Context: an optimization exercise on an open-source flow, tuned for small area. The choices shown serve that exercise and are no tape-out recipe.
Only simulation tests tie the RTL to the original design; equivalence was not proved.

violet:
==> module rpm_basys2_top, before the edit <==
module rpm_basys2_top(
    input mclk,
    input rst,
    output [6:0] seg,
    output       dp,
    output [3:0] an,
    input [3:0] btn,
    input  [7:0] sw,
    output [7:0] led,
    output adc_cs,
    input  adc_d0,
    input  adc_d1,
    output adc_clk
);
    wire [10:0] av;
    wire        ns;
    adc_if u_adc(
        .clk(mclk), .rst(rst), .adc_d0(adc_d0),
        .adc_clk(adc_clk), .adc_cs(adc_cs), .av(av), .ns(ns));
    wire pulse;
    thresh u_thr(.clk(mclk), .rst(rst), .av(av), .ns(ns), .pulse(pulse));
    assign led = {7'b0, pulse};
    wire        mtick;
    wire [2:0]  m1;
    wire [3:0]  m2, m3;
    counter u_cnt(
        .clk(mclk), .rst(rst), .pulse(pulse), .mtick(mtick),
        .m1(m1), .m2(m2), .m3(m3));
    display u_disp(
        .clk(mclk), .rst(rst), .m1(m1), .m2(m2), .m3(m3),
        .mtick(mtick), .seg(seg), .dp(dp), .an(an));
endmodule
==> module adc_if, before the edit <==
module adc_if(
    input             clk,
    input             rst,
    input             adc_d0,
    output reg        adc_clk,
    output            adc_cs,
    output reg [10:0] av,    
    output            ns     
);
    reg [3:0] c14;           
    reg       sh;            
    reg [4:0] su;            
    reg [10:0] sr;
    wire c13  = c14[3] & c14[2] & c14[0];
    wire tick = c13 & ~adc_clk;
    always @(posedge clk) begin
        if (rst) begin
            c14     <= 0;
            adc_clk <= 0;
        end else if (c13) begin
            c14     <= 0;
            adc_clk <= ~adc_clk;
        end else begin
            c14 <= c14 + 4'd1;
        end
    end
    always @(posedge clk) begin
        if (rst) begin
            sh <= 0;
            su <= 5'd15;
        end else if (tick) begin
            if (su[4]) begin
                su <= 0;
                sh <= ~sh;
            end else begin
                su <= su + 5'd1;
            end
        end
    end
    assign adc_cs = ~sh;
    wire u14 = su[3:0] == 4'd14;
    wire u15 = su[3:0] == 4'd15;
    always @(posedge clk) begin
        if (tick & ~u14)
            sr <= {sr[9:0], adc_d0};
        if (tick & sh & u15)
            av <= sr;
    end
    assign ns = (c14 == 4'd0) & adc_clk & sh & su[4];
endmodule
==> module thresh, before the edit <==
module thresh(
    input        clk,
    input        rst,
    input [10:0] av,
    input        ns,
    output reg   pulse
);
    reg  [12:0] ic;
    wire icw = ic == 13'd7441;                        
    always @(posedge clk) begin
        if (rst)
            ic <= 13'd6755;                           
        else if (icw)
            ic <= 13'd1;                              
        else
            ic <= {ic[11:0], ic[12] ^ ic[3] ^ ic[2] ^ ic[0]};
    end
    reg [3:0] ph;            
    always @(posedge clk)
        ph <= ph + 4'd1;
    wire ph0  = ph == 4'd0;
    wire ph15 = ph == 4'd15;
    reg [175:0] ring;        
    wire [10:0] head = ring[175:165];
    reg [1:0]  st;           
    reg [3:0]  nidx;         
    reg        clr;
    reg        done;
    reg [14:0] acc;          
    reg [9:0]  hyst;
    reg [10:0] mx, mn;
    wire wr = (st == 2'd3) & (ph == nidx);
    wire [10:0] rin = wr ? av : (clr ? 11'd0 : head);
    always @(posedge clk)
        ring <= {ring[164:0], rin};
    genvar g;
    wire [10:0] sel = icw ? mn : head;
    wire [10:0] dd;
    wire [11:0] dc;
    assign dc[0] = icw;
    generate for (g = 0; g < 11; g = g + 1) begin : g_dd
        wire y = ~sel[g];
        assign dd[g]   = mx[g] ^ y ^ dc[g];
        assign dc[g+1] = (mx[g] & y) | (mx[g] & dc[g]) | (y & dc[g]);
    end endgenerate
    wire hlt = dc[11];       
    wire hge = ~hlt;
    wire dn  = ~ph0 & done;
    wire        hcnd = (dd[10:2] == 0) & (|mx[10:2]);
    wire [9:0]  hn   = {dd[10:5], dd[4] | hcnd, dd[3:2], dd[1] & ~hcnd};
    always @(posedge clk) begin
        if (rst) begin
            st   <= 0;
            nidx <= 4'd15;
            clr  <= 1;
            hyst <= 10'd8;
        end else begin
            if (icw) begin
                st   <= 2'd1;
                hyst <= hn;
                clr  <= 0;
            end else if (ph15 & (st != 0)) begin
                st <= st + 2'd1;
                if (st == 2'd3)
                    nidx <= nidx - 4'd1;
            end
            if (st == 2'd2)
                done <= dn | hlt;
        end
    end
    always @(posedge clk) begin
        if (clr | ((st == 2'd2) & ~dn & hlt))
            mn <= head;
        if (clr | ((st == 2'd3) & hge))
            mx <= head;
    end
    wire [14:0] aa = acc;
    wire [14:0] as;
    wire [15:0] ac;
    assign ac[0] = 1'b0;
    generate for (g = 0; g < 15; g = g + 1) begin : g_acc
        if (g < 11) begin : full
            assign as[g]   = aa[g] ^ head[g] ^ ac[g];
            assign ac[g+1] = (aa[g] & head[g]) | (aa[g] & ac[g]) | (head[g] & ac[g]);
        end else begin : half
            assign as[g]   = aa[g] ^ ac[g];
            assign ac[g+1] = aa[g] & ac[g];
        end
    end endgenerate
    wire aclr = (st == 2'd1) & ph15;
    always @(posedge clk) begin
        if (rst)
            acc <= 15'h4000;
        else if (aclr)
            acc <= 0;
        else if (st == 2'd2)
            acc <= as;
    end
    wire [11:0] thr = acc[14:3];
    wire [11:0] hb  = {2'b0, hyst} ^ {12{pulse}};
    wire [11:0] ylim;
    wire [12:0] yc;
    wire [12:0] pc;
    wire [11:0] smp = {av, 1'b0};
    assign yc[0] = pulse;
    assign pc[0] = ~pulse;
    generate for (g = 0; g < 12; g = g + 1) begin : g_lim
        wire ny = ~ylim[g];
        assign ylim[g] = thr[g] ^ hb[g] ^ yc[g];
        assign yc[g+1] = (thr[g] & hb[g]) | (thr[g] & yc[g]) | (hb[g] & yc[g]);
        assign pc[g+1] = (smp[g] & ny) | (smp[g] & pc[g]) | (ny & pc[g]);
    end endgenerate
    always @(posedge clk) begin
        if (rst)
            pulse <= 0;
        else if (ns)
            pulse <= pc[12];
    end
endmodule
clock: 20.0 ns
lec_check: 0
cap_margin: 0
core_margin: 2
core_utilization: 40
slew_margin: 0
standard.sh (not shown) runs the stock make flow with config.mk's settings and CLKGATE_MAP_FILE= SYNTH_SCRIPT=/design/flow/synth_recipe.tcl, a recipe that flattens the netlist after the stock synthesis.
==> flow/flow/run.sh <==
#!/bin/bash
# Layout flow: the standard flow (standard.sh), with
#  - synthesis through flow/own_synth.tcl: the standard flow's synthesis script with a
#    different ABC script and full adders only;
#  - port buffers of the smallest buffer cell;
#  - clock tree synthesis without dummy loads.
# Each step's output goes to its own log file here.
set -euo pipefail
work=$(pwd)
export FLOW_SYNTH_TCL="$work/synth_recipe.tcl"
args=(
  "SYNTH_SCRIPT=$work/flow/own_synth.tcl"
  "BUFFER_PORTS_ARGS=-buffer_cell sky130_fd_sc_hd__buf_1"
  "CTS_ARGS=-sink_clustering_enable -repair_clock_nets -sink_clustering_size 32 -sink_clustering_max_diameter 100 -buf_list sky130_fd_sc_hd__clkbuf_4 -root_buf sky130_fd_sc_hd__clkbuf_4 -sink_clustering_buffer sky130_fd_sc_hd__clkbuf_16 -dont_use_dummy_load"
)
bash standard.sh "${args[@]}" synth > "$work/own_synth.log" 2>&1
bash standard.sh "${args[@]}" finish > "$work/own_finish.log" 2>&1
test -f "$work/out/final.def"
==> flow/flow/own_synth.tcl <==
# Synthesis script for this flow: the standard flow's own synthesis script (which makes
# every synth call skip the fsm and share passes, then flattens and renames),
# with two commands replaced before it runs:
#  - extract_fa extracts full adders only (no half adders);
#  - abc runs Yosys's default area script on the same liberty and don't-use
#    list, without ORFS's speed script, delay target and buffering.
# Neither touches a register.
proc extract_fa {args} { yosys extract_fa -fa }
proc abc {args} {
  set keep {}
  set skip 0
  foreach a $args {
    if {$skip} { set skip 0; continue }
    if {$a eq "-script" || $a eq "-constr" || $a eq "-D"} { set skip 1; continue }
    lappend keep $a
  }
  yosys abc {*}$keep
}
source $::env(FLOW_SYNTH_TCL)
[inputs] willow vs violet
-- flow/design.v --
<<< violet, line 17
    adc_if u_adc(
        .clk(mclk), .rst(rst), .adc_d0(adc_d0),
        .adc_clk(adc_clk), .adc_cs(adc_cs), .av(av), .ns(ns));
    wire pulse;
    thresh u_thr(.clk(mclk), .rst(rst), .av(av), .ns(ns), .pulse(pulse));
>>> willow, line 17
    adc_if u_adc(
        .clk(mclk), .rst(rst), .adc_d0(adc_d0),
        .adc_clk(adc_clk), .adc_cs(adc_cs), .sr(av), .ns(ns));
    wire pulse;
    thresh u_thr(.clk(mclk), .rst(rst), .av(av), .ns(ns), .pulse(pulse));
<<< violet, line 37
    output reg        adc_clk,
    output            adc_cs,
    output reg [10:0] av,    
    output            ns     
);
>>> willow, line 37
    output reg        adc_clk,
    output            adc_cs,
    output reg [10:0] sr,    
    output            ns     
);
<<< violet, line 43
    reg       sh;            
    reg [4:0] su;            
    reg [10:0] sr;
    wire c13  = c14[3] & c14[2] & c14[0];
    wire tick = c13 & ~adc_clk;
>>> willow, line 43
    reg       sh;            
    reg [4:0] su;            
    wire c13  = c14[3] & c14[2] & c14[0];
    wire tick = c13 & ~adc_clk;
<<< violet, line 71
    end
    assign adc_cs = ~sh;
    wire u14 = su[3:0] == 4'd14;
    wire u15 = su[3:0] == 4'd15;
    always @(posedge clk) begin
        if (tick & ~u14)
            sr <= {sr[9:0], adc_d0};
        if (tick & sh & u15)
            av <= sr;
    end
    assign ns = (c14 == 4'd0) & adc_clk & sh & su[4];
endmodule
>>> willow, line 70
    end
    assign adc_cs = ~sh;
    wire u1416 = su[4] | (su[3:1] == 3'b111);
    always @(posedge clk)
        if (tick & sh & ~u1416)
            sr <= {sr[9:0], adc_d0};
    assign ns = (c14 == 4'd0) & adc_clk & sh & su[4];
endmodule
<<< violet, line 92
    always @(posedge clk) begin
        if (rst)
            ic <= 13'd6755;                           
        else if (icw)
            ic <= 13'd1;                              
>>> willow, line 87
    always @(posedge clk) begin
        if (rst)
            ic <= 13'd3017;                           
        else if (icw)
            ic <= 13'd1;                              
<<< violet, line 99
    end
    reg [3:0] ph;            
    always @(posedge clk)
        ph <= ph + 4'd1;
    wire ph0  = ph == 4'd0;
    wire ph15 = ph == 4'd15;
>>> willow, line 94
    end
    reg [3:0] ph;            
    always @(posedge clk) begin
        if (rst)
            ph <= 0;
        else
            ph <= ph + 4'd1;
    end
    wire ph0  = ph == 4'd0;
    wire ph15 = ph == 4'd15;
<<< violet, line 107
    reg [1:0]  st;           
    reg [3:0]  nidx;         
    reg        clr;
    reg        done;
    reg [14:0] acc;          
    reg [9:0]  hyst;
    reg [10:0] mx, mn;
    wire wr = (st == 2'd3) & (ph == nidx);
    wire [10:0] rin = wr ? av : (clr ? 11'd0 : head);
>>> willow, line 106
    reg [1:0]  st;           
    reg [3:0]  nidx;         
    reg        done;         
    reg        armed;
    wire       start = armed & ns;
    reg [14:0] acc;          
    reg [9:0]  hyst;
    reg [10:0] mx, mn;
    wire clr = done & ~st[1];
    wire wr = (st == 2'd3) & (ph == nidx);
    wire [10:0] rin = wr ? av : (clr ? 11'd0 : head);
<<< violet, line 117
        ring <= {ring[164:0], rin};
    genvar g;
    wire [10:0] sel = icw ? mn : head;
    wire [10:0] dd;
    wire [11:0] dc;
    assign dc[0] = icw;
    generate for (g = 0; g < 11; g = g + 1) begin : g_dd
        wire y = ~sel[g];
>>> willow, line 118
        ring <= {ring[164:0], rin};
    genvar g;
    wire [10:0] sel = start ? mn : head;
    wire [10:0] dd;
    wire [11:0] dc;
    assign dc[0] = start;
    generate for (g = 0; g < 11; g = g + 1) begin : g_dd
        wire y = ~sel[g];
<<< violet, line 135
            st   <= 0;
            nidx <= 4'd15;
            clr  <= 1;
            hyst <= 10'd8;
        end else begin
            if (icw) begin
                st   <= 2'd1;
                hyst <= hn;
                clr  <= 0;
            end else if (ph15 & (st != 0)) begin
                st <= st + 2'd1;
>>> willow, line 136
            st   <= 0;
            nidx <= 4'd15;
            done <= 1;
            armed <= 0;
            hyst <= 10'd8;
        end else begin
            if (icw)
                armed <= 1;
            if (start) begin
                armed <= 0;
                st   <= 2'd1;
                hyst <= hn;
            end else if (ph15 & (st != 0)) begin
                st <= st + 2'd1;
<<< violet, line 149
            if (st == 2'd2)
                done <= dn | hlt;
        end
    end
>>> willow, line 153
            if (st == 2'd2)
                done <= dn | hlt;
            if (st == 2'd3)
                done <= 0;
        end
    end
Notes after the runs:
- willow vs violet: fmax down in willow
- willow — final weighted congestion in routability-driven placement about 5% lower, violet as reference
- On met2 usage in global routing, the higher figure sits with willow, not violet.
- ~same area overhead of the layout relative to synthesis in willow and violet
- Via count (willow vs. violet) increases slightly

## separate check: timing with driven ports
Ports are ideal in the flow. The routed layouts listed here were re-timed in OpenROAD. Step 1: set_driving_cell puts a clkbuf_16 on mclk and a buf_2 on each other input, an assumption about the parent block. Step 2 adds t to the input delays and takes it off the output delays; t is the mean of the earliest and latest rising clock arrival at the registers after step 1. Input paths then give back, and output paths get back, about the clock's delay inside the block. Slacks: ideal ports / drivers / drivers and shift; pairs: ideal ports / drivers.
run | shift t [ns] | setup slack, ns | worst hold slack (ns) | worst setup path at the end | pins driven straight from the clock port
violet | 0.679 | 13.227 / 13.187 / 13.467 | 0.301 / 0.301 / 0.301 | register to register | 1
willow | 0.670 | 13.061 / 13.061 / 13.061 | 0.297 / 0.297 / 0.297 | register to register | 1
After both steps setup and hold are still met in every run listed.
